Source: an optimization exercise on an open RTL-to-GDS flow (aim: small area and a short achievable clock period). Production flows keep margins and buffers that such runs may drop. No activity file was given, so power comes from the tool's default toggle rates.

// cnn_accelerator
module cnn_accelerator (
    input clk,
    input reset,
    input [7:0] pixel_in,
    input [1:0] kernel_size,
    output reg detected
);
    wire [1:0] lvl;
    systolic_array sa (
        .clk(clk),
        .reset(reset),
        .kernel_size(kernel_size),
        .pixel_in(pixel_in),
        .level(lvl)
    );
    always @(posedge clk or posedge reset) begin
        if (reset)
            detected <= 0;
        else begin
            case (kernel_size)
                2'b00: detected <= |lvl;
                2'b01: detected <= lvl[1];
                2'b10: detected <= &lvl;
                default: detected <= 0;
            endcase
        end
    end
endmodule
For scale: roughly 340 cells after synthesis, roughly 57 flip-flops, roughly 13 I/O pins, roughly 0.0034 sq mm of cells after synthesis.
==> module systolic_array, before the edit <==
module systolic_array (
    input clk,
    input reset,
    input [1:0] kernel_size,
    input [7:0] pixel_in,
    output [1:0] level
);
    reg [5:0] index;
    reg run_q, live_q;
    reg [1:0] lvl_q;
    reg [9:0] term_q;
    reg neg_q, dbl_q;
    reg [15:0] ps_q;
    reg ps_c6, ps_c11;
    reg signed [15:0] ps_d;
    wire [4:0] wcode;
    kernel_rom kr (.kernel_size(kernel_size), .addr(index), .wcode(wcode));
    wire run = (kernel_size == 2'b00 && index < 9) ||
               (kernel_size == 2'b01 && index < 25) ||
               (kernel_size == 2'b10 && index < 49);
    wire [9:0] px = {{2{pixel_in[7]}}, pixel_in};
    wire [9:0] sh = ({10{wcode[0]}} & px) | ({10{wcode[1]}} & {px[8:0], 1'b0}) |
                    ({10{wcode[2]}} & {px[7:0], 2'b0});
    wire [9:0] term_d = sh ^ {10{wcode[3]}};
    wire [15:0] ps_full;
    resolve rs (.x(ps_q), .c6(ps_c6), .c11(ps_c11), .s(ps_full));
    wire [15:0] partial_sum = run_q ? ps_full : 16'd0;
    wire [15:0] pe_sum;
    wire c6, c11;
    pe pe_inst (.acc(ps_d), .term({term_q[9], term_q}), .dbl(dbl_q), .neg(neg_q),
                .sum(pe_sum), .c6(c6), .c11(c11));
    wire gt200 = ps_d > 16'sd200;
    wire gt500 = ps_d > 16'sd500;
    wire gt1000 = ps_d > 16'sd1000;
    assign level = (live_q & ~run_q) ? {gt500, gt1000 | (gt200 & ~gt500)} : lvl_q;
    always @(posedge clk) begin
        term_q <= term_d;
        neg_q <= wcode[3];
        dbl_q <= wcode[4];
        ps_q <= pe_sum;
        ps_c6 <= c6;
        ps_c11 <= c11;
        ps_d <= partial_sum;
    end
    always @(posedge clk or posedge reset) begin
        if (reset) begin
            index <= 0;
            run_q <= 0;
            live_q <= 0;
            lvl_q <= 0;
        end else begin
            live_q <= 1'b1;
            run_q <= run & live_q;
            lvl_q <= level;
            if (run)
                index <= index + 1;
            else
                index <= 0;
        end
    end
endmodule
==> module cnn_accelerator, before the edit <==
module cnn_accelerator (
    input clk,
    input reset,
    input [7:0] pixel_in,
    input [1:0] kernel_size,
    output reg detected
);
    wire [1:0] lvl;
    systolic_array sa (
        .clk(clk),
        .reset(reset),
        .kernel_size(kernel_size),
        .pixel_in(pixel_in),
        .level(lvl)
    );
    always @(posedge clk or posedge reset) begin
        if (reset)
            detected <= 0;
        else begin
            case (kernel_size)
                2'b00: detected <= |lvl;
                2'b01: detected <= lvl[1];
                2'b10: detected <= &lvl;
                default: detected <= 0;
            endcase
        end
    end
endmodule
Settings: LEC_CHECK=0, ABC_CLOCK_PERIOD_IN_PS=2200, CAP_MARGIN=20, CORE_MARGIN=2, CORE_UTILIZATION=65, CTS_BUF_LIST=sky130_fd_sc_hd__clkbuf_4, SETUP_SLACK_MARGIN=3.8, SLEW_MARGIN=20; clock period 6.0 ns.
run.sh (not shown) runs the stock make flow with config.mk's settings and CLKGATE_MAP_FILE= SYNTH_SCRIPT=/design/flow/synth_recipe.tcl, a recipe that flattens the netlist after the stock synthesis.
==> next run, changes <==
--- a/flow/design.v
+++ b/flow/design.v
@@ -99,9 +99,9 @@
     input [1:0] kernel_size,
     input [7:0] pixel_in,
-    output [1:0] level
+    output [2:0] level
 );
     reg [5:0] index;
-    reg run_q, live_q;
-    reg [1:0] lvl_q;
+    reg run_q, live_q, wrp_q;
+    reg [2:0] cmp_q;
     reg [9:0] term_q;
     reg neg_q, dbl_q;
@@ -128,5 +128,5 @@
     wire gt500 = ps_d > 16'sd500;
     wire gt1000 = ps_d > 16'sd1000;
-    assign level = (live_q & ~run_q) ? {gt500, gt1000 | (gt200 & ~gt500)} : lvl_q;
+    assign level = wrp_q ? {gt1000, gt500, gt200} : cmp_q;
     always @(posedge clk) begin
         term_q <= term_d;
@@ -143,9 +143,11 @@
             run_q <= 0;
             live_q <= 0;
-            lvl_q <= 0;
+            wrp_q <= 0;
+            cmp_q <= 0;
         end else begin
             live_q <= 1'b1;
             run_q <= run & live_q;
-            lvl_q <= level;
+            wrp_q <= !run;
+            cmp_q <= level;
             if (run)
                 index <= index + 1;
@@ -162,5 +164,5 @@
     output reg detected
 );
-    wire [1:0] lvl;
+    wire [2:0] lvl;
     systolic_array sa (
         .clk(clk),
@@ -175,7 +177,7 @@
         else begin
             case (kernel_size)
-                2'b00: detected <= |lvl;
+                2'b00: detected <= lvl[0];
                 2'b01: detected <= lvl[1];
-                2'b10: detected <= &lvl;
+                2'b10: detected <= lvl[2];
                 default: detected <= 0;
             endcase
Result: Final area is higher by 5.9%; via count is higher by 8.5%; clock power is higher by 13%; final cell count is higher by 6.6%; maximum frequency is lower by 2.3%; worst hold slack gets better by 0.021 ns; clock-buffer cell count is lower by 3; utilization is higher by 4.5 points; sequential share of layout area is lower by 0.49 points; area after synthesis hardly moves.
Function was not checked in any run of this note: the RTL went through the layout flow alone.

[afterwards: timing with drivers on the ports]
The flow's constraints put no driver on any port. The routed layouts listed below were extracted and timed again, unchanged, in two steps. Step 1 sets driving cells, clkbuf_16 on the clock port and buf_2 on the other inputs (assumed; they add their load-dependent delay and slew). Step 2 adds t to the input delays and takes it off the output delays; t is the mean of the earliest and latest rising clock arrival at the registers after step 1. Input paths then give back, and output paths get back, about the clock's delay inside the block. a / b / c = ideal ports / drivers / drivers and shift; a / b = the first two.
| run | t, ns | slack for setup (ns) | worst data-port slew with drivers (ns) |
|---|---|---|---|
| the first run | 0.410 | 3.765 / 3.730 / 3.319 | 0.06 |
| the second run | 0.426 | 3.711 / 3.681 / 3.254 | 0.08 |
After both steps every run listed still meets setup and hold. The setup slack of the second run, which loses most, moves by -0.030 ns with the drivers and by -0.457 ns with both steps.
